Background: an optimization exercise with open tools, aiming at small area, a short achievable clock period and few clock cycles. Do not read the settings as production practice.
Function was checked by simulation only, so behaviour that the tests miss may differ from the original.
Power is estimated from default activity; no workload was simulated.

## flow/config.mk

```make
export PLATFORM = sky130hd
export DESIGN_NAME = cpu
export DESIGN_NICKNAME = cpu
export VERILOG_FILES = /design/flow/design.v
export SDC_FILE = /design/flow/constraint.sdc
export NUM_CORES = 8
export LEC_CHECK = 0
export CAP_MARGIN = 20
export CORE_MARGIN = 2
export CORE_UTILIZATION = 40
export SETUP_SLACK_MARGIN = 5
export SLEW_MARGIN = 20
export TNS_END_PERCENT = 0
```

## flow/constraint.sdc

```tcl
create_clock -name core_clock -period 10.0 [get_ports {clk}]
set_input_delay 2.0000 -clock core_clock [delete_from_list [all_inputs] [get_ports {clk}]]
set_output_delay 2.0000 -clock core_clock [all_outputs]
set_load 0.01 [all_outputs]
```

## flow/design.v

```verilog
module pfx_add #(parameter W = 32) (
    input  [W-1:0] a,
    input  [W-1:0] b,
    input          ci,
    output [W-1:0] s,
    output         co
);
    reg [W-1:0] g, p, gg, pp;
    integer i, l;
    always @(*) begin
        g = a & b;
        p = a ^ b;
        g[0] = g[0] | (p[0] & ci);
        gg = g;
        pp = p;
        for (l = 0; (1 << l) < W; l = l + 1)
            for (i = 0; i < W; i = i + 1)
                if ((i >> l) & 1) begin
                    gg[i] = gg[i] | (pp[i] & gg[((i >> l) << l) - 1]);
                    pp[i] = pp[i] & pp[((i >> l) << l) - 1];
                end
    end
    assign s  = p ^ {gg[W-2:0], ci};
    assign co = gg[W-1];
endmodule
module imm_add #(parameter W = 12) (
    input  [31:0]  x,
    input  [W-1:0] imm,
    output [31:0]  s,
    output [31-W:0] hp       
);
    wire [W-1:0] lo;
    wire         c;
    pfx_add #(W) u_lo (.a(x[W-1:0]), .b(imm), .ci(1'b0), .s(lo), .co(c));
    assign hp = x[31:W] + 1'b1;
    wire [31-W:0] hm = x[31:W] - 1'b1;
    assign s = {(c == imm[W-1]) ? x[31:W] : (c ? hp : hm), lo};
endmodule
module cpu (
    input clk,
    input reset,
    output reg [31:0] iaddr,
    input [31:0] idata,
    output reg [31:0] daddr,
    input [31:0] drdata,
    output reg [31:0] dwdata,
    output reg [3:0] dwe
);
    reg [31:1] pc_r;         
    wire [31:0] pc = {pc_r, 1'b0};
    reg [31:0] rf [1:31];
    reg        xv;
    reg [31:0] xa, xb;       
    reg [31:0] xtgt;         
    reg [4:0]  xrd;
    reg        xwen;
    reg [2:0]  xf3;
    reg        xsub, xsra, xload, xstore;
    reg        xb_eq, xb_lt, xb_ltu, xb_inv, xb_never;
    reg        xbf, xbp;     
    reg [3:0]  xbi;          
    reg [15:0] bht;
    reg        xj_unres;     
    reg        s_add, s_sll, s_slt, s_sltu, s_xor, s_sr, s_or, s_and, s_tgt;
    reg [31:0] mres;         
    reg [31:0] mdw;
    reg [3:0]  mdwe;
    reg [4:0]  mrd;
    reg        mwe, mload;
    reg [2:0]  mf3;
    reg [31:0] ld;
    always @(*) begin
        case (mf3[1:0])
            2'b00: begin
                case (mres[1:0])
                    2'b00: ld[7:0] = drdata[7:0];
                    2'b01: ld[7:0] = drdata[15:8];
                    2'b10: ld[7:0] = drdata[23:16];
                    default: ld[7:0] = drdata[31:24];
                endcase
                ld[31:8] = {24{ld[7] & ~mf3[2]}};
            end
            2'b01: begin
                ld[15:0] = mres[1] ? drdata[31:16] : drdata[15:0];
                ld[31:16] = {16{ld[15] & ~mf3[2]}};
            end
            default: ld = drdata;
        endcase
    end
    wire [31:0] mwdata = mload ? ld : mres;
    always @(*) begin
        daddr = mres;
        dwdata = mdw;
        dwe = mdwe & {4{~reset}};
    end
    always @(posedge clk) begin
        if (mwe) rf[mrd] <= mwdata;
    end
    wire [31:0] a = xa;
    wire [31:0] b = xb;
    wire [31:0] sum;
    pfx_add #(32) u_sum (.a(a), .b(b), .ci(xsub), .s(sum), .co());
    reg [31:0] lt_t, eq_t;
    reg [15:0] lt1, eq1;
    reg [7:0]  lt2, eq2;
    reg [3:0]  lt3, eq3;
    reg [1:0]  lt4, eq4;
    integer k;
    always @(*) begin
        lt_t = ~a & b;
        eq_t = ~(a ^ b);
        for (k = 0; k < 16; k = k + 1) begin
            lt1[k] = lt_t[2*k+1] | (eq_t[2*k+1] & lt_t[2*k]);
            eq1[k] = eq_t[2*k+1] & eq_t[2*k];
        end
        for (k = 0; k < 8; k = k + 1) begin
            lt2[k] = lt1[2*k+1] | (eq1[2*k+1] & lt1[2*k]);
            eq2[k] = eq1[2*k+1] & eq1[2*k];
        end
        for (k = 0; k < 4; k = k + 1) begin
            lt3[k] = lt2[2*k+1] | (eq2[2*k+1] & lt2[2*k]);
            eq3[k] = eq2[2*k+1] & eq2[2*k];
        end
        for (k = 0; k < 2; k = k + 1) begin
            lt4[k] = lt3[2*k+1] | (eq3[2*k+1] & lt3[2*k]);
            eq4[k] = eq3[2*k+1] & eq3[2*k];
        end
    end
    wire ltu = lt4[1] | (eq4[1] & lt4[0]);
    wire eq  = eq4[1] & eq4[0];
    wire lts = ltu ^ a[31] ^ b[31];
    reg  [31:0] a_rev, sh_out_rev;
    integer m;
    always @(*) for (m = 0; m < 32; m = m + 1) a_rev[m] = a[31-m];
    wire [31:0] sh_in   = s_sll ? a_rev : a;
    wire        sh_fill = xsra & a[31];
    wire [31:0] sh_out  = $signed({sh_fill, sh_in}) >>> b[4:0];
    always @(*) for (m = 0; m < 32; m = m + 1) sh_out_rev[m] = sh_out[31-m];
    wire [31:0] xres = ({32{s_add}}  & sum)
                     | ({32{s_sll}}  & sh_out_rev)
                     | ({32{s_sr}}   & sh_out)
                     | ({32{s_xor}}  & (a ^ b))
                     | ({32{s_or}}   & (a | b))
                     | ({32{s_and}}  & (a & b))
                     | ({32{s_tgt}}  & xtgt)
                     | {31'd0, (s_slt & lts) | (s_sltu & ltu)};
    wire        redir = xv & (xj_unres | xb_never | (xb_eq & (eq ^ xb_inv))
                              | (xb_lt & (lts ^ xb_inv)) | (xb_ltu & (ltu ^ xb_inv)));
    wire [31:0] addr  = sum;        
    wire [31:0] rtgt  = xj_unres ? {addr[31:1], 1'b0} : xtgt;
    always @(posedge clk) begin
        if (reset) bht <= 0;
        else if (xv & xbf) bht[xbi] <= xbp ^ redir;
    end
    reg [3:0] sdwe;
    always @(*) begin
        case (xf3[1:0])
            2'b00: sdwe = 4'b0001 << addr[1:0];
            2'b01: sdwe = addr[0] ? 4'b0000 : (addr[1] ? 4'b1100 : 4'b0011);
            2'b10: sdwe = (addr[1:0] == 2'b00) ? 4'b1111 : 4'b0000;
            default: sdwe = 4'b0000;
        endcase
    end
    wire xwe = xv & xwen & ~(xload & (xf3[1:0] == 2'b01) & addr[0]);
    always @(posedge clk) begin
        if (reset) begin
            mwe <= 1'b0;
            mdwe <= 4'd0;
        end else begin
            mwe <= xwe;
            mdwe <= (xv & xstore) ? sdwe : 4'd0;
        end
        mres <= xres;
        mdw <= xf3[1] ? xtgt : (xf3[0] ? {2{xtgt[15:0]}} : {4{xtgt[7:0]}});
        mrd <= xrd;
        mload <= xload;
        mf3 <= xf3;
    end
    always @(*) iaddr = pc;
    wire [6:0] op  = idata[6:0];
    wire [4:0] rd  = idata[11:7];
    wire [2:0] f3  = idata[14:12];
    wire [4:0] rs1 = idata[19:15];
    wire [4:0] rs2 = idata[24:20];
    wire [6:0] f7  = idata[31:25];
    wire is_load  = (op == 7'b0000011) & (f3 != 3'b011) & (f3[2:1] != 2'b11);
    wire is_store = (op == 7'b0100011) & ~f3[2] & (f3[1:0] != 2'b11);
    wire alu_ok   = ~(((f3 == 3'b000) | (f3 == 3'b101)) & ((f7 != 7'b0000000) & (f7 != 7'b0100000)));
    wire is_alu   = (op == 7'b0110011) & alu_ok;
    wire alui_ok  = ~((f3 == 3'b101) & (idata[31:26] != 6'b000000) & (idata[31:26] != 6'b010000));
    wire is_alui  = (op == 7'b0010011) & alui_ok;
    wire is_lui   = (op == 7'b0110111);
    wire is_auipc = (op == 7'b0010111);
    wire is_jal   = (op == 7'b1101111);
    wire is_jalr  = (op == 7'b1100111) & (f3 == 3'b000);
    wire is_br    = (op == 7'b1100011);
    wire is_op    = is_alu | is_alui;
    wire is_sub   = is_alu & (f3 == 3'b000) & idata[30];
    wire use1 = is_load | is_store | is_op | is_jalr | is_br;
    wire use2 = is_store | is_alu | is_br;
    wire wen  = (rd != 5'd0) & (is_load | is_op | is_lui | is_auipc | is_jal | is_jalr);
    wire [31:0] imm_i = {{20{idata[31]}}, idata[31:20]};
    wire        sgn   = idata[31];
    wire [31:0] tgt_b, tgt_j;
    wire [31:13] pch1;
    imm_add #(13) u_tb (.x(pc), .imm({sgn, idata[7], idata[30:25], idata[11:8], 1'b0}), .s(tgt_b), .hp(pch1));
    imm_add #(21) u_tj (.x(pc), .imm({sgn, idata[19:12], idata[20], idata[30:21], 1'b0}), .s(tgt_j), .hp());
    wire [11:0] fl_lo = {1'b0, pc[12:2]} + 12'd1;
    wire [31:0] flink = {fl_lo[11] ? pch1 : pc[31:13], fl_lo[10:0], 2'b00};
    wire [19:0] ahi;
    pfx_add #(20) u_ahi (.a(pc[31:12]), .b(idata[31:12]), .ci(1'b0), .s(ahi), .co());
    wire [31:0] fut   = is_lui ? {idata[31:12], 12'd0} : {ahi, pc[11:0]};
    wire        x1busy = (xv & xwen & (xrd == 5'd1)) | (mwe & (mrd == 5'd1));
    wire        jx     = xv & xwen & s_tgt & (xrd == rs1);
    wire        j0     = (rs1 == 5'd0);
    wire        jr1    = (rs1 == 5'd1) & (idata[31:20] == 12'd0) & ~x1busy;
    wire        jf     = j0 | jx | jr1;
    wire [31:0] jsum;
    imm_add #(12) u_jsum (.x(xtgt), .imm(idata[31:20]), .s(jsum), .hp());
    reg  [31:0] rf1, rf2;
    integer n;
    always @(*) begin
        rf1 = 32'd0;
        rf2 = 32'd0;
        for (n = 1; n < 32; n = n + 1) begin
            rf1 = rf1 | (rf[n] & {32{rs1 == n}});
            rf2 = rf2 | (rf[n] & {32{rs2 == n}});
        end
    end
    wire        mb1 = mwe & (mrd == rs1);
    wire        mb2 = mwe & (mrd == rs2);
    wire [31:0] r1  = mb1 ? mwdata : rf1;
    wire [31:0] r2  = mb2 ? mwdata : rf2;
    wire        xnw  = xv & xwen;
    wire        fw1  = xnw & (xrd == rs1);
    wire        fw2  = xnw & (xrd == rs2);
    wire        fstall = xload & ((fw1 & use1) | (fw2 & use2));
    reg  [31:0] zt;
    integer q;
    always @(*) for (q = 0; q < 32; q = q + 1)
        zt[q] = (xa[q] ^ xb[q]) ^ ((q == 0) ? 1'b0 : (xa[q-1] | xb[q-1]));
    wire        z_x   = ~|zt;
    wire        s_x   = sum[31];
    wire        xadd  = xnw & s_add & ~xsub & ~xload;
    wire        lp1   = xadd & fw1 & (rs2 == 5'd0);     
    wire        lp2   = xadd & fw2 & (rs1 == 5'd0);     
    wire        l_eq  = z_x;
    wire        l_lts = lp1 ? s_x : (~s_x & ~z_x);
    wire        l_ltu = lp2 & ~z_x;
    wire        l_cmp = f3[2] ? (f3[1] ? l_ltu : l_lts) : l_eq;
    wire        l_tk  = (l_cmp ^ f3[0]) & (f3[2:1] != 2'b01);
    wire        bpred = (lp1 | lp2) ? l_tk : (sgn | bht[pc[5:2]]);
    wire        fjmp  = is_jal | (is_br & bpred) | (is_jalr & jf);
    wire        ps_st = fstall;
    wire        ps_j  = ~fstall & is_jal;
    wire        ps_b  = ~fstall & is_br & bpred;
    wire        ps_r0 = ~fstall & is_jalr & j0;
    wire        ps_rx = ~fstall & is_jalr & ~j0 & jx;
    wire        ps_r1 = ~fstall & is_jalr & ~j0 & ~jx & jr1;
    wire        ps_l  = ~fstall & ~fjmp;
    wire [31:0] pc_f  = ({32{ps_st}} & pc) | ({32{ps_j}} & tgt_j) | ({32{ps_b}} & tgt_b)
                      | ({32{ps_r0}} & imm_i) | ({32{ps_rx}} & jsum) | ({32{ps_r1}} & rf[1])
                      | ({32{ps_l}} & flink);
    wire [31:0] opa = fw1 ? xres : r1;
    wire [31:0] opb = fw2 ? xres : r2;
    always @(posedge clk) begin
        if (reset) begin
            pc_r <= 31'd0;
            xv <= 1'b0;
        end else begin
            pc_r <= redir ? rtgt[31:1] : pc_f[31:1];
            xv <= ~redir & ~fstall;
        end
        xa <= opa;
        xb <= (is_alui | is_load | is_jalr) ? imm_i :
              (is_store ? {{20{idata[31]}}, idata[31:25], idata[11:7]} : (is_sub ? ~opb : opb));
        xtgt <= is_store ? opb : ((is_lui | is_auipc) ? fut :
                ((is_jal | is_jalr | bpred) ? flink : tgt_b));
        xrd <= rd;
        xwen <= wen;
        xf3 <= f3;
        xsub <= is_sub;
        xsra <= idata[30] & (f3 == 3'b101);
        xload <= is_load;
        xstore <= is_store;
        xb_eq  <= is_br & (f3[2:1] == 2'b00);
        xb_lt  <= is_br & (f3[2:1] == 2'b10);
        xb_ltu <= is_br & (f3[2:1] == 2'b11);
        xb_inv <= bpred ^ f3[0];
        xbf <= is_br & ~sgn;
        xbp <= bpred;
        xbi <= pc[5:2];
        xb_never <= is_br & (f3[2:1] == 2'b01) & bpred;
        xj_unres <= is_jalr & ~jf;
        s_add  <= (is_op & (f3 == 3'b000)) | is_load | is_store;
        s_sll  <= is_op & (f3 == 3'b001);
        s_slt  <= is_op & (f3 == 3'b010);
        s_sltu <= is_op & (f3 == 3'b011);
        s_xor  <= is_op & (f3 == 3'b100);
        s_sr   <= is_op & (f3 == 3'b101);
        s_or   <= is_op & (f3 == 3'b110);
        s_and  <= is_op & (f3 == 3'b111);
        s_tgt  <= is_lui | is_auipc | is_jal | is_jalr;
    end
endmodule
```

## flow/flow/run.sh

```bash
#!/bin/bash
# Layout flow: the standard ORFS flow (standard.sh) with these changes:
#  - synthesis keeps adders as plain logic for ABC (no full/half-adder cell
#    extraction), so ABC can restructure carry logic for delay;
#  - port buffers are buf_4 cells instead of the default delay-type buffer;
#  - timing repair works on all endpoints and aims past the clock period;
#  - slew and capacitance repair keep a wider margin, so antenna diodes
#    added after repair do not push a net over its limit;
set -euo pipefail
bash standard.sh \
    ADDER_MAP_FILE= \
    "BUFFER_PORTS_ARGS=-buffer_cell sky130_fd_sc_hd__buf_4" \
    SETUP_SLACK_MARGIN=5.7 \
    TNS_END_PERCENT=100 \
    CAP_MARGIN=35 \
    SLEW_MARGIN=35 \
    "CTS_ARGS=-sink_clustering_enable -repair_clock_nets -dont_use_dummy_load -buf_list sky130_fd_sc_hd__clkbuf_8 -sink_clustering_size 50" \
    finish > orfs_make.log 2>&1
```

## flow/standard.sh

```bash
#!/bin/bash
# synth_recipe.tcl (not shown) runs the flow's synth.tcl, then flattens the netlist and writes it again
# the make line also repeats each setting of config.mk as NAME=value (left out here)
make -C /OpenROAD-flow-scripts/flow DESIGN_CONFIG=/design/flow/config.mk WORK_HOME=/design/flow/orfs CLKGATE_MAP_FILE= SYNTH_SCRIPT=/design/flow/synth_recipe.tcl "${@:-finish}"
```

==> results of run 1 <==
[layer usage]
| metal | track usage (%) | vias up | wire [um] |
|---|---|---|---|
| met2 | 59.6 | 7148 | 146000 |
| met5 | 1.64 | - | 606 |
| li1 | - | 24100 | - |
| met3 | 19.6 | 2301 | 62400 |
| met1 | 49.4 | 30500 | 116000 |
| met4 | 34.2 | 45 | 39400 |
[flip-flops by register name (all words and copies together), names as in the netlist, 3 cells and up]
| signal | flops |
|---|---|
| mrd | 5 |
| xa | 32 |
| xrd | 5 |
| xtgt | 32 |
| xb | 32 |
| mdwe | 4 |
| pc_r | 31 |
| xf3 | 3 |
| mres | 32 |
| mf3 | 3 |
| rf | 992 |
| xbi | 4 |
| bht | 16 |
| mdw | 32 |
[cells in the final DEF (no fill, tap or decap), drive strengths merged, types with 103 or more instances in the layout]
| cell type | count |
|---|---|
| xnor2 | 194 |
| a221oi | 164 |
| inv | 103 |
| dfxtp | 256 |
| clkbuf | 212 |
| nand3 | 182 |
| a22oi | 698 |
| nand4 | 133 |
| o21ai | 234 |
| buf | 566 |
| edfxtp | 992 |
| nor2 | 433 |
| nand2 | 450 |
| mux2i | 126 |
| a21oi | 256 |
| a22o | 122 |
[report_power, final]
group	internal [mW]	switching (mW)
registers	5.83	0.287
clock network	1.80	1.97
logic	0.902	1.78
total	8.54	4.03
[cell type report]
cell class / instances / area, um2
antenna: 19 / 47.5
clock buffer: 207 / 2850
fill: 14600 / 83700
inverter: 105 / 409
multi-input combinational: 4130 / 30500
sequential: 1248 / 35000
tap: 2160 / 2700
timing repair buffer: 579 / 5600
[stage by stage]
| stage | instances | utilization, % |
|---|---|---|
| 2_1_floorplan | 6018 | - |
| 3_3_place_gp | 8023 | 43.4 |
| 3_5_place_dp | 8034 | 43.5 |
| 4_1_cts | 8354 | 46.7 |
| 5_1_grt | 8431 | 47.9 |
| 6_report | 8448 | 48.0 |
[worst register-to-register path, cell delays in order (launching register included)]
cell and delay [ns]:
dfxtp_1 0.46, buf_6 0.35, xor2_2 0.35, nand2_1 0.18
a2111o_1 0.44, a221oi_1 0.24, nand4_1 0.13, buf_4 0.20
mux2_4 0.26, nand3_2 0.13, or3_4 0.45, a311oi_4 0.46
buf_6 0.19, a32o_1 0.12, mux2i_1 0.08, a221oi_1 0.25
[cells by family after synthesis]
| kind of cell | share of synthesized area [%] |
|---|---|
| buf+inv | 3.80 |
| mux | 3.92 |
| flops | 53.8 |
| xor+xnor | 3.97 |
| compound gates | 22.2 |
| fa+ha+maj | 0.609 |
| other cells | 0.00578 |
| simple gates | 11.7 |
[path summary, 6_finish.rpt]
check	cells after the start	from	slack (ns)	endpoint
max	11	idata[19]	5.44	xa[2]
min	2	bht[14]	0.48	bht[14]
max reg2reg	15	xb[3]	5.58	pc_r[13]
min reg2reg	2	bht[14]	0.48	bht[14]
[repair_timing]
| item | in CTS | in global routing |
|---|---|---|
| cloned | 11 | 5 |
| hold buffers | 0 | 0 |
| resized for setup | 244 | 222 |
| setup endpoints to repair | 136 | 129 |
| buffers inserted | 102 | 63 |
| pin swaps | 69 | 95 |
==> run notes, run 1 <==
DP Wirelength=~220 mm; Synth area leaders=edfxtp_1 (46%), a22oi_1 (8.1%), dfxtp_1 (7.9%); GRT Total Usage=42.4%; RSZ-0062 raised after global routing=yes; worst slew pin tran=approximately 1.1 ns; Max Slew Vio Count=0; Seq/Total Area, Yosys=around 54%; synth cell count leaders=edfxtp_1 (992), a22oi_1 (698), nand2_1 (450); io pins=between 150 and 200; Synth async-reset ratio=0%; Final Hold Viols=0; starting DRC count in detailed routing=14,600; Hold WC Path Type=register to register; Root Driver=clkbuf_8; TritonRoute pass-1 iters=13; setup ws final=5.44 ns; setup total negative slack=0 ns; slowest stage delay, CP=0.83 ns; placed instance area=approximately 70,000 um2; most common cell in the netlist=edfxtp_1; hold slack=0.477 ns; CP Capture Type=register; Post-synth EDFFs=a little under 1,000; overall die width=between 400 and 500 um; CTS tree=done; type of origin of the critical path=input pin; delay-heaviest family, CP=simple AND/OR/NAND/NOR gates; final setup violation count=0; share of post-route cells with drive strength above 1=21.5%; vias in the first global route=slightly below 60,000; pre-CTS WS=about 3.7 ns; Area Growth Syn to Fin=18.8%; post-synthesis cell count=between 6,000 and 7,000; largest net degree at the start of global routing=51; worst path cell trace=buf_12 > buf_4 > buf_4 > nor2_1 > nand2_1 > nor2_4 > buf_4 > a221oi_1 > nand4_1 > o22ai_1 > a21oi_2; most common flop cell mapped by yosys=edfxtp_1; final WL=364 mm; post-layout min period=roughly 4.6 ns; FMAX=between 200 and 250 MHz; CP arrival=~5.3 ns; antenna violations before repair=26; Synth Register Bits=~1,200; first-pass GRT wire length=483 mm; max cap viols=0; Synth Cell Area=64,900 um2; Core ar.=approximately 160,000 um2; FP Rows=147; H-tree levels=4; syn_area_per_cell=around 11 um2; Netlist cell types=96; clk buf depth=3; status=no timing/DRC/antenna violations; Design Power=about 13 mW; die area=~170,000 um2; Req. time, crit path=approximately 11 ns; total gr overflow=0; post-synth top area cell=edfxtp_1; routability cong.=a little over 1; most common cell type on the critical path=buf_4; CP bufs+invs=4; Antenna Nets Post-Route=0; clock skew=roughly 0.16 ns; initial core utilization=between 40% and 50%; worst ir drop on vdd=~0.00016 V; syn nets=~6,100; CP Class=input pin to register; final instance area=between 70,000 and 80,000 um2; WL/cell=between 40 and 50 um; CP max FO=20; CP max-delay cell=nor2_4; static leakage=roughly 26 nW; clk slew on worst S/H paths=0.06 ns; Syn. warnings=6; period utilization=a little under half; DRC=0; DR vias=~64,000; PD cells=between 150 and 200 nW/um2; Post-layout nets=6,337; number of CTS-inserted buffers=207; DR vias/cell=~7.6; Synth top area share=45.9%; Die Span Y=between 400 and 500 um; Num Clock Sinks=between 1,000 and 1,500; Relative slew margins=around a quarter; PortBufs=approximately 160; clock latency (worst-skew pair)=just over 1 ns
Testbench counts, summed over its fixed seeds: cycles 83,982.
==> run 2, diff against run 1 <==
--- a/flow/design.v
+++ b/flow/design.v
@@ -208,3 +208,3 @@
     wire [11:0] fl_lo = {1'b0, pc[12:2]} + 12'd1;
-    wire [31:0] flink = {fl_lo[11] ? pch1 : pc[31:13], fl_lo[10:0], 2'b00};
+    wire [31:0] flink = {fl_lo[11] ? pch1 : pc[31:13], fl_lo[10:0], pc[1:0]};
     wire [19:0] ahi;
==> run 2 against run 1 <==
Synthesized cell count is 2.6% lower. Clock power hardly changed. Routed wire length is 0.68% lower. Hold slack worse by 0.014 ns. Via count is 0.72% lower. First-iteration DRC count is 3.6% higher. Core utilization is 0.18 points lower. Global-route usage is 0.39 points lower. Setup slack worse by 0.14 ns. Sequential power hardly changed. Final area is 0.49% lower.
==> run notes, run 2 <==
Finished Core Util=47.8% (-0.18 points); final WL=362 mm (-0.68%); DRC=0 (unchanged); clock latency (worst-skew pair)=0.98 ns (-0.04 ns); Seq/Total Area, Yosys=54.0% (+0.18 points); most frequent cells in the layout=edfxtp_1 (992), a22oi_1 (522), buf_4 (464), nor2_1 (337), nand2_1 (280); GRT Total Usage=42.1% (-0.39 points); PD cells=164 nW/um2 (+0.48%); io pins=166 (unchanged); overall die width=406 um (-0.17%); Netlist cell types=109 (+14%); type of origin of the critical path=register; Synth Register Bits=1,248 (unchanged); Synth async-reset ratio=0% (unchanged); cts hold-fix bufs=0 (unchanged); post-synth top area cell=edfxtp_1; period utilization=47.0% (+1.4 points); CP Class=register to register; initial core utilization=40.3% (-0.092 points); starting DRC count in detailed routing=15,100 (+3.6%); H-tree levels=4 (unchanged); worst slew pin tran=1.09 ns (-0.0166 ns); share of post-route cells with drive strength above 1=23.0% (+1.5 points); most common cell in the netlist=edfxtp_1; clk slew on worst S/H paths=0.06 ns (about the same); post-synthesis cell count=5,862 (-2.6%); Largest Register=rf; PortBufs=164 (unchanged); CP max FO=10 (-50%); pre-CTS WS=3.19 ns (-0.543 ns); max cap viols=0 (unchanged); Area Growth Syn to Fin=18.6%; antenna violations before repair=27 (+3.8%); routability cong.=1.05 (+2.5%); FMAX=213 MHz (-3.0%); clock skew=0.115 ns (-0.0430 ns); RSZ-0062 raised after global routing=yes; number of CTS-inserted buffers=203 (-1.9%); Syn. warnings=6 (unchanged); Die Span Y=406 um (-0.17%); setup ws final=5.30 ns (-0.143 ns); DP Wirelength=213 mm (-2.8%); TritonRoute pass-1 iters=13 (unchanged); Max Slew Vio Count=0 (unchanged); Req. time, crit path=10.78 ns (+0.02 ns); max reg flops=992 (unchanged); Post-layout nets=6,206 (-2.1%); FP Rows=147 (unchanged); CP Capture Type=register; Synth top area share=46.1% (+0.16 points); syn nets=5,928 (-2.6%); CP arrival=5.48 ns (+0.17 ns); most common flop cell mapped by yosys=edfxtp_1; commonest non-fill, non-tap cell in the layout=edfxtp_1; post-layout min period=4.70 ns (+0.143 ns); Synth Cell Area=64,700 um2 (-0.34%); setup total negative slack=0 ns (unchanged); CTS tree=done; static leakage=25.6 nW (-1.9%); worst ir drop on vdd=0.000150 V (-8.1%); final instance area=76,700 um2 (-0.49%); vias in the first global route=57,500 (-1.9%); status=no timing/DRC/antenna violations; synth cell count leaders=edfxtp_1 (992), a22oi_1 (525), nor2_1 (449); die area=165,000 um2 (-0.34%); Hold WC Path Type=register to register; DR vias=63,600 (-0.72%); placed instance area=69,600 um2 (-0.58%); Num Clock Sinks=1,248 (unchanged); total gr overflow=0 (unchanged); first-pass GRT wire length=478 mm (-1.2%); largest net degree at the start of global routing=61 (+20%); Relative slew margins=26.9% (+0.59 points); syn_area_per_cell=11.0 um2 (+2.3%); DR vias/cell=7.65 (+0.89%); Post-synth EDFFs=992 (unchanged); Final Hold Viols=0 (unchanged); Synth area leaders=edfxtp_1 (46%), dfxtp_1 (7.9%), a22oi_1 (6.1%); WL/cell=43.5 um (+0.93%); clk buf depth=3 (unchanged); Antenna Nets Post-Route=0 (unchanged); Root Driver=clkbuf_8; filler cell count=14,400 (-1.3%); Core ar.=161,000 um2 (-0.11%); final setup violation count=0 (unchanged)
-- run 2: changes by cell type after synthesis, sizes merged, moves of 26 or more --
cell	before	now
nand2	450	298
o22ai	84	110
a211oi	23	54
a22o	122	205
a22oi	698	525
a221oi	164	252
-- run 2: area by class of cell --
| class | count | area (um2) | area share, % |
|---|---|---|---|
| sequential | 1248 | 35000 | 45.6 |
| multi-input combinational | 3997 | 30400 | 39.6 |
| timing repair buffer | 586 | 5410 | 7.05 |
| clock buffer | 203 | 2790 | 3.64 |
| tap | 2160 | 2700 | 3.52 |
| inverter | 104 | 413 | 0.538 |
| antenna | 15 | 37.5 | 0.0489 |
-- run 2: metrics by stage --
stage / std cells / power [mW] / hold slack (ns)
after floorplan: 5862 / 7.48 / 0.310
after global placement: 7888 / 8.49 / 0.404
after detailed placement: 7892 / 8.50 / 0.389
after CTS: 8230 / 12.3 / 0.455
after global routing: 8303 / 12.8 / 0.469
final: 8313 / 12.6 / 0.463
-- run 2: final timing paths --
check             startpoint  endpoint  slack, ns  depth (start not counted)
setup / recovery      xa[23]  xtgt[11]       5.30                         16
hold / removal        xrd[1]    mrd[1]       0.46                          0
setup reg to reg      xa[23]  xtgt[11]       5.30                         16
hold reg to reg       xrd[1]    mrd[1]       0.46                          0
-- run 2: what timing repair did --
item / 4_1_cts / 5_1_grt
endpoints found under the setup margin: 137 / 137
setup buffers: 119 / 59
cloned: 16 / 4
gates resized for setup: 320 / 193
pin swaps: 88 / 63
-- run 2: cell families (layout without fill, tap and decap cells) --
| kind of cell | count (synthesis) | in the layout | share of synthesized area [%] |
|---|---|---|---|
| AO/OA/AOI/OAI | 1976 | 1982 | 22.4 |
| XOR/XNOR | 301 | 301 | 4.09 |
| adder cells (fa/ha/maj) | 42 | 42 | 0.650 |
| buffers and inverters | 628 | 893 | 3.94 |
| flip-flops | 1248 | 1248 | 54.0 |
| multiplexers | 215 | 215 | 4.12 |
| other | 1 | 16 | 0.00580 |
| AND/OR/NAND/NOR | 1451 | 1456 | 10.9 |
-- run 2: per-layer routing --
metal | vias up | GRT usage, % | wire [um]
met2 | 7225 | 58.2 | 142000
met5 | - | 2.32 | 804
met1 | 30300 | 48.7 | 115000
li1 | 23700 | - | -
met4 | 42 | 32.5 | 38600
met3 | 2284 | 21.7 | 65000
-- run 2: critical path, cell delays in order, from the launching register on --
cell,delay [ns]
dfxtp_1,0.66
xnor2_1,0.20
or4_4,0.54
a21oi_1,0.42
o21ai_0,0.20
a31oi_1,0.38
nor3_4,0.15
a2111oi_4,0.48
nor4b_4,0.09
buf_4,0.15
nor3_4,0.21
buf_12,0.20
buf_12,0.17
mux2i_2,0.24
nor3_1,0.06
a21oi_1,0.27
mux2i_1,0.11
-- run 2: where the power goes --
group	switching [mW]	total [mW]	internal [mW]
registers	0.285	6.12	5.84
clock network	1.97	3.74	1.77
logic	1.80	2.70	0.901
total	4.06	12.6	8.51
Testbench counts of run 2, summed over its fixed seeds: cycles 83,982.
==> run 3, diff against run 2 <==
--- a/flow/design.v
+++ b/flow/design.v
@@ -251,3 +251,4 @@
     wire        l_tk  = (l_cmp ^ f3[0]) & (f3[2:1] != 2'b01);
-    wire        bpred = (lp1 | lp2) ? l_tk : (sgn | bht[pc[5:2]]);
+    wire        bpred_h = sgn | bht[pc[5:2]];
+    wire        bpred = (lp1 | lp2) ? l_tk : bpred_h;
     wire        fjmp  = is_jal | (is_br & bpred) | (is_jalr & jf);
@@ -277,3 +278,3 @@
         xtgt <= is_store ? opb : ((is_lui | is_auipc) ? fut :
-                ((is_jal | is_jalr | bpred) ? flink : tgt_b));
+                ((is_jal | is_jalr | bpred_h) ? flink : tgt_b));
         xrd <= rd;
==> run 3 against run 2 <==
Still clean. Combinational power rose by 15%. Global-route usage fell by 0.18 points. Synthesized cell count barely moved. First-iteration DRC count fell by 0.40%. Final area fell by 2.0%. Sequential cell count did not move. Largest cell class unchanged.
==> run notes, run 3 <==
Synth area leaders=edfxtp_1 (47%), dfxtp_1 (8.0%), a22oi_1 (6.4%); initial core utilization=40.3% (+0.051 points); max reg flops=992 (unchanged); CP Class=input pin to register; final WL=356 mm (-1.6%); post-synthesis cell count=5,865 (+0.051%); starting DRC count in detailed routing=15,100 (-0.40%); sequential power share=47.6% (-1.1 points); number of CTS-inserted buffers=206 (+1.5%); Max Slew Vio Count=0 (unchanged); post-layout min period=4.55 ns (-0.153 ns); setup total negative slack=0 ns (unchanged); worst ir drop on vdd=0.000164 V (+9.3%); worst slew pin tran=1.11 ns (+0.0254 ns); setup slack, reg-to-reg=5.50 ns (+0.20 ns); cts hold-fix bufs=0 (unchanged); most common flop cell mapped by yosys=edfxtp_1; CP Capture Type=register; delay-heaviest family, CP=simple AND/OR/NAND/NOR gates; hold slack=0.493 ns (+0.0296 ns); post-synth top area cell=edfxtp_1; clk buf depth=3 (unchanged); most common cell in the netlist=edfxtp_1; register area=35,000 um2 (about the same); status=no timing/DRC/antenna violations; CP bufs+invs=2 (-1); Syn. warnings=6 (unchanged); CP max FO=25 (+15); antenna violations before repair=30 (+11%); largest net degree at the start of global routing=58 (-4.9%); worst path cell trace=buf_4 > nand3b_1 > nor2_4 > buf_4 > a22oi_1 > nand4_1 > nor2_1 > nand4_1 > o22ai_1 > a21oi_1; clock skew=0.126 ns (+0.0110 ns); CP arrival=5.32 ns (-0.16 ns); Die Span Y=404 um (-0.50%); Num Clock Sinks=1,248 (unchanged); Layout Cells excl Fill=8,201 (-1.3%); Req. time, crit path=10.77 ns (about the same); Sw Ratio=33.5% (+1.3 points); CP max-delay cell=buf_4; DR vias=63,000 (-0.93%); WL/cell=43.4 um (-0.25%); syn nets=5,931 (+0.051%); clock power share=28.7% (-1.1 points); Core ar.=159,000 um2 (-1.1%); filler cell count=14,200 (-1.2%); final setup violation count=0 (unchanged); type of origin of the critical path=input pin; Logic pwr share=23.7% (+2.2 points); syn_area_per_cell=10.9 um2 (-1.1%); most frequent cells in the layout=edfxtp_1 (992), a22oi_1 (548), buf_4 (446), nand2_1 (364), nor2_1 (347); Internal=8.71 mW (+2.3%); TritonRoute pass-1 iters=19 (+6); period utilization=45.5% (-1.5 points); routability cong.=1.03 (-1.7%); Post-layout nets=6,174 (-0.52%); Post-synth EDFFs=992 (unchanged); H-tree levels=4 (unchanged); Synth async-reset ratio=0% (unchanged); Synth top area share=46.5% (+0.47 points); FP Rows=146 (-0.68%); commonest non-fill, non-tap cell in the layout=edfxtp_1; PD cells=174 nW/um2 (+6.4%); Placed Cells incl. Taps=7,809 (-1.1%); Finished Core Util=47.3% (-0.44 points); io pins=166 (unchanged); total gr overflow=0 (unchanged); GRT Total Usage=41.9% (-0.18 points); FMAX=220 MHz (+3.4%); Relative slew margins=25.7% (-1.2 points); Final Hold Viols=0 (unchanged); Synth Cell Area=64,000 um2 (-1.0%); max cap viols=0 (unchanged); DP Wirelength=215 mm (+0.91%); sw power=4.40 mW (+8.3%); die area=163,000 um2 (-1.0%); RSZ-0062 raised after global routing=yes; Netlist cell types=90 (-17%); first-pass GRT wire length=474 mm (-0.84%); DR vias/cell=7.69 (+0.42%); CTS tree=done; PortBufs=164 (unchanged); multi-input logic area=29,400 um2 (-3.3%); DRC=0 (unchanged); slowest stage delay, CP=0.73 ns (+0.07 ns); share of post-route cells with drive strength above 1=21.1% (-1.8 points); Design Power=13.1 mW (+4.2%); vias in the first global route=57,100 (-0.74%); Area Growth Syn to Fin=17.4%; Seq/Total Area, Yosys=54.5% (+0.55 points); clk slew on worst S/H paths=0.06 ns (about the same); Hold WC Path Type=register to register; Antenna Nets Post-Route=0 (unchanged); synth cell count leaders=edfxtp_1 (992), a22oi_1 (549), nor2_1 (456); Synth Register Bits=1,248 (unchanged); overall die width=404 um (-0.50%); static leakage=25.2 nW (-1.7%); clock latency (worst-skew pair)=1.02 ns (+0.04 ns); Largest Register=rf; Root Driver=clkbuf_8
run 3: changes by cell type after synthesis, sizes merged, moves of 19 or more:
cell / previous run / this run
a22oi: 525 / 549
o22ai: 110 / 90
nand2: 298 / 382
mux2i: 134 / 112
nand3: 172 / 153
run 3: worst min-delay path, cell delays in order, from the launching register on:
cell and delay, ns:
dfxtp_1 0.30, nor2_1 0.09, nor3_1 0.05
run 3: layer usage:
layer / GRT usage, % / up-vias / wire length (um)
li1: - / 23600 / -
met1: 49.5 / 29700 / 116000
met2: 58.3 / 7251 / 139000
met3: 20.3 / 2441 / 61100
met4: 31.2 / 31 / 38500
met5: 1.43 / - / 764
run 3: cell families (layout without fill, tap and decap cells):
| group | Yosys count | after routing | share of synthesized area, % |
|---|---|---|---|
| buffers and inverters | 609 | 848 | 3.65 |
| XOR/XNOR | 297 | 297 | 4.06 |
| adder cells (fa/ha/maj) | 53 | 53 | 0.834 |
| AO/OA/AOI/OAI | 1944 | 1945 | 22.1 |
| other | 1 | 24 | 0.00586 |
| multiplexers | 172 | 172 | 3.36 |
| flip-flops | 1248 | 1248 | 54.5 |
| AND/OR/NAND/NOR | 1541 | 1542 | 11.4 |
run 3: final timing paths:
check | startpoint | endpoint | cells past startpoint
max | idata[16] | xa[27] | 10
min | bht[10] | bht[10] | 2
max reg2reg | xb[0] | pc_r[13] | 18
min reg2reg | bht[10] | bht[10] | 2
run 3: power groups by stage:
| stage | clock, mW | sequential [mW] | combinational (mW) |
|---|---|---|---|
| after floorplan | 0 | 6.08 | 1.73 |
| after global placement | 0 | 6.31 | 2.74 |
| after detailed placement | 0 | 6.31 | 2.75 |
| after CTS | 3.73 | 6.21 | 2.87 |
| after global routing | 3.94 | 6.24 | 3.19 |
| final | 3.76 | 6.24 | 3.10 |
run 3: what timing repair did:
action | 4_1_cts | 5_1_grt
pin swaps | 59 | 72
setup buffers | 100 | 54
gates cloned | 3 | 2
resized for setup | 208 | 168
endpoints found under the setup margin | 141 | 121
run 3: cell type report:
class / count / area share, %
repair buffers: 548 / 6.56
well taps: 2072 / 3.45
clock buffers: 206 / 3.77
diodes: 23 / 0.0766
flip-flops and latches: 1248 / 46.5
multi-input cells: 4010 / 39.1
inverters: 94 / 0.506
run 3: stage by stage:
step | setup WS (ns) | area (um2)
finish | 5.45 | 75100
global route | 5.46 | 75100
detailed placement | 3.84 | 69000
global placement | 3.49 | 68800
CTS | 5.57 | 73700
floorplan | 5.37 | 64800
Testbench counts of run 3, summed over its fixed seeds: cycles 83,982.
==> run 4, diff against run 3 <==
--- a/flow/flow/run.sh
+++ b/flow/flow/run.sh
@@ -16,3 +16,3 @@
     SLEW_MARGIN=35 \
-    "CTS_ARGS=-sink_clustering_enable -repair_clock_nets -dont_use_dummy_load -buf_list sky130_fd_sc_hd__clkbuf_8 -sink_clustering_size 50" \
+    "CTS_ARGS=-sink_clustering_enable -repair_clock_nets -dont_use_dummy_load -buf_list sky130_fd_sc_hd__clkbuf_16 -sink_clustering_size 20 -sink_clustering_max_diameter 80" \
     finish > orfs_make.log 2>&1
==> run 4 against run 3 <==
Combinational power increased by 3%. Area after synthesis unchanged. Synthesized cell count unchanged. Total power decreased by 3.1%. Critical path type unchanged. Critical endpoint is now xa[22]. Largest cell class unchanged.
==> run notes, run 4 <==
status=no timing/DRC/antenna violations; clk buf depth=3 (unchanged); DP Wirelength=215 mm (unchanged); CP Class=input pin to register; filler cell count=14,200 (-0.58%); Root Driver=clkbuf_16; static leakage=25.3 nW (+0.64%); largest net degree at the start of global routing=58 (unchanged); routability cong.=1.03 (unchanged); slowest stage delay, CP=0.52 ns (-0.21 ns); Core ar.=159,000 um2 (unchanged); RSZ-0062 raised after global routing=yes; DRC=0 (unchanged); starting DRC count in detailed routing=15,400 (+2.1%); Num Clock Sinks=1,248 (unchanged); TritonRoute pass-1 iters=19 (unchanged); sw power=4.26 mW (-3.0%); Syn. warnings=6 (unchanged); placed instance area=69,000 um2 (unchanged); FMAX=217 MHz (-1.2%); number of CTS-inserted buffers=84 (-59%); overall die width=404 um (unchanged); CP max FO=18 (-28%); post-synthesis xor/xnor area fraction=4.06% (unchanged); total gr overflow=0 (unchanged); die area=163,000 um2 (unchanged); Sw Ratio=33.6% (+0.038 points); Hold WC Path Type=register to register; synth cell count leaders=edfxtp_1 (992), a22oi_1 (549), nor2_1 (456); max cap viols=0 (unchanged); final WL=358 mm (+0.55%); first-pass GRT wire length=473 mm (about the same); FP Rows=146 (unchanged); Logic pwr share=25.1% (+1.4 points); Die Span Y=404 um (unchanged); antenna violations before repair=33 (+10%); Antenna Nets Post-Route=0 (unchanged); PortBufs=164 (unchanged); period utilization=46.0% (+0.53 points); area share of fa/ha/maj cells after synthesis=0.834% (unchanged); final setup violation count=0 (unchanged); most common cell type on the critical path=buf_4; largest family of logic cells by synthesized area=compound AO/OA/AOI/OAI gates; Final Hold Viols=0 (unchanged); share of post-route cells with drive strength above 1=21.4% (+0.30 points); commonest non-fill, non-tap cell in the layout=edfxtp_1; Netlist cell types=90 (unchanged); DR vias/cell=7.74 (+0.76%); GRT Total Usage=41.8% (about the same); Design Power=12.7 mW (-3.1%); clock power share=25.8% (-2.9 points); Post-layout nets=6,120 (-0.87%); syn nets=5,931 (unchanged); type of origin of the critical path=input pin; most common flop cell mapped by yosys=edfxtp_1; Internal=8.43 mW (-3.1%); register area=35,000 um2 (about the same); CP arrival=5.21 ns (-0.11 ns); clock latency (worst-skew pair)=0.78 ns (-0.24 ns); WL/cell=43.9 um (+1.3%); Area Growth Syn to Fin=18.4%; initial core utilization=40.3% (unchanged); mux share of post-synthesis cell area=3.36% (unchanged); PD cells=168 nW/um2 (-3.9%); multi-input logic area=29,800 um2 (+1.4%); Synth Register Bits=1,248 (unchanged); CP max-delay cell=nor3_2; Layout Cells excl Fill=8,143 (-0.71%); post-layout min period=4.60 ns (+0.0534 ns); clk slew on worst S/H paths=0.08 ns (+0.02 ns); Synth Cell Area=64,000 um2 (unchanged); clock skew=0.123 ns (-0.00287 ns); worst path cell trace=buf_6 > nand3b_1 > nor2_4 > buf_4 > buf_4 > a22o_1 > a221oi_1 > nand4_1 > nor3_2 > o21ai_0 > o21a_1; Synth Area in Compound Gates=22.1% (unchanged); simple-gate share of the synthesized area=11.4% (unchanged); io pins=166 (unchanged); Synth async-reset ratio=0% (unchanged); max reg flops=992 (unchanged); Relative slew margins=25.8% (+0.13 points); cts hold-fix bufs=0 (unchanged); sequential power share=49.1% (+1.5 points); final instance area=75,800 um2 (+0.84%); Placed Cells incl. Taps=7,809 (unchanged); CP Capture Type=register; most common cell in the netlist=edfxtp_1; DR vias=63,100 (+0.049%); Largest Register=rf; vias in the first global route=56,600 (-0.77%); Seq/Total Area, Yosys=54.5% (unchanged); Post-synth EDFFs=992 (unchanged); Synth area leaders=edfxtp_1 (47%), dfxtp_1 (8.0%), a22oi_1 (6.4%); Finished Core Util=47.7% (+0.40 points); Req. time, crit path=10.61 ns (-0.16 ns); post-synthesis cell count=5,865 (unchanged); Max Slew Vio Count=0 (unchanged); post-synth top area cell=edfxtp_1; H-tree levels=3 (-1); CTS tree=done; syn_area_per_cell=10.9 um2 (unchanged); worst ir drop on vdd=0.000147 V (-11%); worst slew pin tran=1.11 ns (-0.00191 ns); setup total negative slack=0 ns (unchanged); Synth top area share=46.5% (unchanged); most frequent cells in the layout=edfxtp_1 (992), a22oi_1 (547), buf_4 (469), nand2_1 (355), nor2_1 (343)
[run 4: cell counts after synthesis]
Identical to the previous run, type by type.
[run 4: what timing repair did]
action / CTS / global route
setup endpoints to repair: 152 / 127
resized for setup: 321 / 214
pin swaps: 94 / 80
gates cloned: 7 / 4
buffers inserted: 146 / 72
[run 4: kinds of logic (layout without fill, tap and decap cells)]
family / Yosys count / after routing
xor gates and xnor gates: 297 / 297
and+or+nand+nor: 1541 / 1542
adders and majority gates: 53 / 53
DFF: 1248 / 1248
buffers and inverters: 609 / 794
muxes: 172 / 172
AOI/OAI and AO/OA: 1944 / 1945
other: 1 / 20
[run 4: critical path: cells and delay by family]
family | cells | cell delay (ns)
simple gates | 4 | 1.21
buf+inv | 3 | 0.81
compound gates | 4 | 1.14
[run 4: metal layers]
| layer | global-route usage, % | up-vias | part of all wire [%] |
|---|---|---|---|
| met3 | 20.1 | 2353 | 17 |
| met1 | 49.1 | 30100 | 32 |
| li1 | - | 23500 | - |
| met5 | 1.34 | - | 0.23 |
| met4 | 31.7 | 40 | 11 |
| met2 | 58.7 | 7134 | 39 |
[run 4: power by group through the flow]
stage | clock, mW | sequential, mW | combinational, mW
2_1_floorplan | 0 | 6.08 | 1.73
3_3_place_gp | 0 | 6.31 | 2.74
3_5_place_dp | 0 | 6.31 | 2.75
4_1_cts | 3.24 | 6.20 | 2.92
5_1_grt | 3.40 | 6.23 | 3.28
6_report | 3.28 | 6.23 | 3.19
[run 4: final timing paths]
check	start	to	slack, ns	depth (start not counted)
max reg2reg	xb[0]	pc_r[13]	5.50	17
max	idata[15]	xa[22]	5.40	11
min	bht[10]	bht[10]	0.49	2
min reg2reg	bht[10]	bht[10]	0.49	2
[run 4: layout make-up]
type                    instances  area share [%]
diodes                         19          0.0627
clock buffers                  84            2.77
inverters                      94           0.505
multi-input cells            4010            39.3
flip-flops and latches       1248            46.2
well taps                    2072            3.42
repair buffers                616            7.77
[run 4: stage by stage]
step           setup WS (ns)  hold slack, ns
2_1_floorplan           5.37           0.310
5_1_grt                 5.44           0.513
6_report                5.40           0.492
3_3_place_gp            3.49           0.471
3_5_place_dp            3.84           0.467
4_1_cts                 5.60           0.496

[afterwards: timing with drivers on the ports]
Ports are ideal in the flow. The routed layouts listed here were re-timed in OpenROAD.
Step 1: set_driving_cell puts a clkbuf_16 on clk and a buf_2 on each other input, an assumption about the parent block.
Step 2 also shifts input and output timing later by t, the mid clock arrival at the registers, as if the neighbouring blocks saw the same clock.
Slacks: ideal ports / drivers / drivers and shift; pairs: ideal ports / drivers.
run | shift t [ns] | slack for setup (ns) | hold slack, ns | pins driven straight from the clock port
run 1 | 1.015 | 5.443 / 5.371 / 4.356 | 0.477 / 0.477 / 0.477 | 1
run 2 | 0.990 | 5.300 / 5.244 / 4.254 | 0.463 / 0.463 / 0.463 | 1
run 3 | 1.033 | 5.453 / 5.487 / 4.454 | 0.493 / 0.493 / 0.493 | 1
run 4 | 0.803 | 5.400 / 5.439 / 4.636 | 0.492 / 0.492 / 0.492 | 1
After both steps every run listed still meets setup and hold. The setup slack of run 1, which loses most, moves by -0.072 ns with the drivers and by -1.087 ns with both steps.
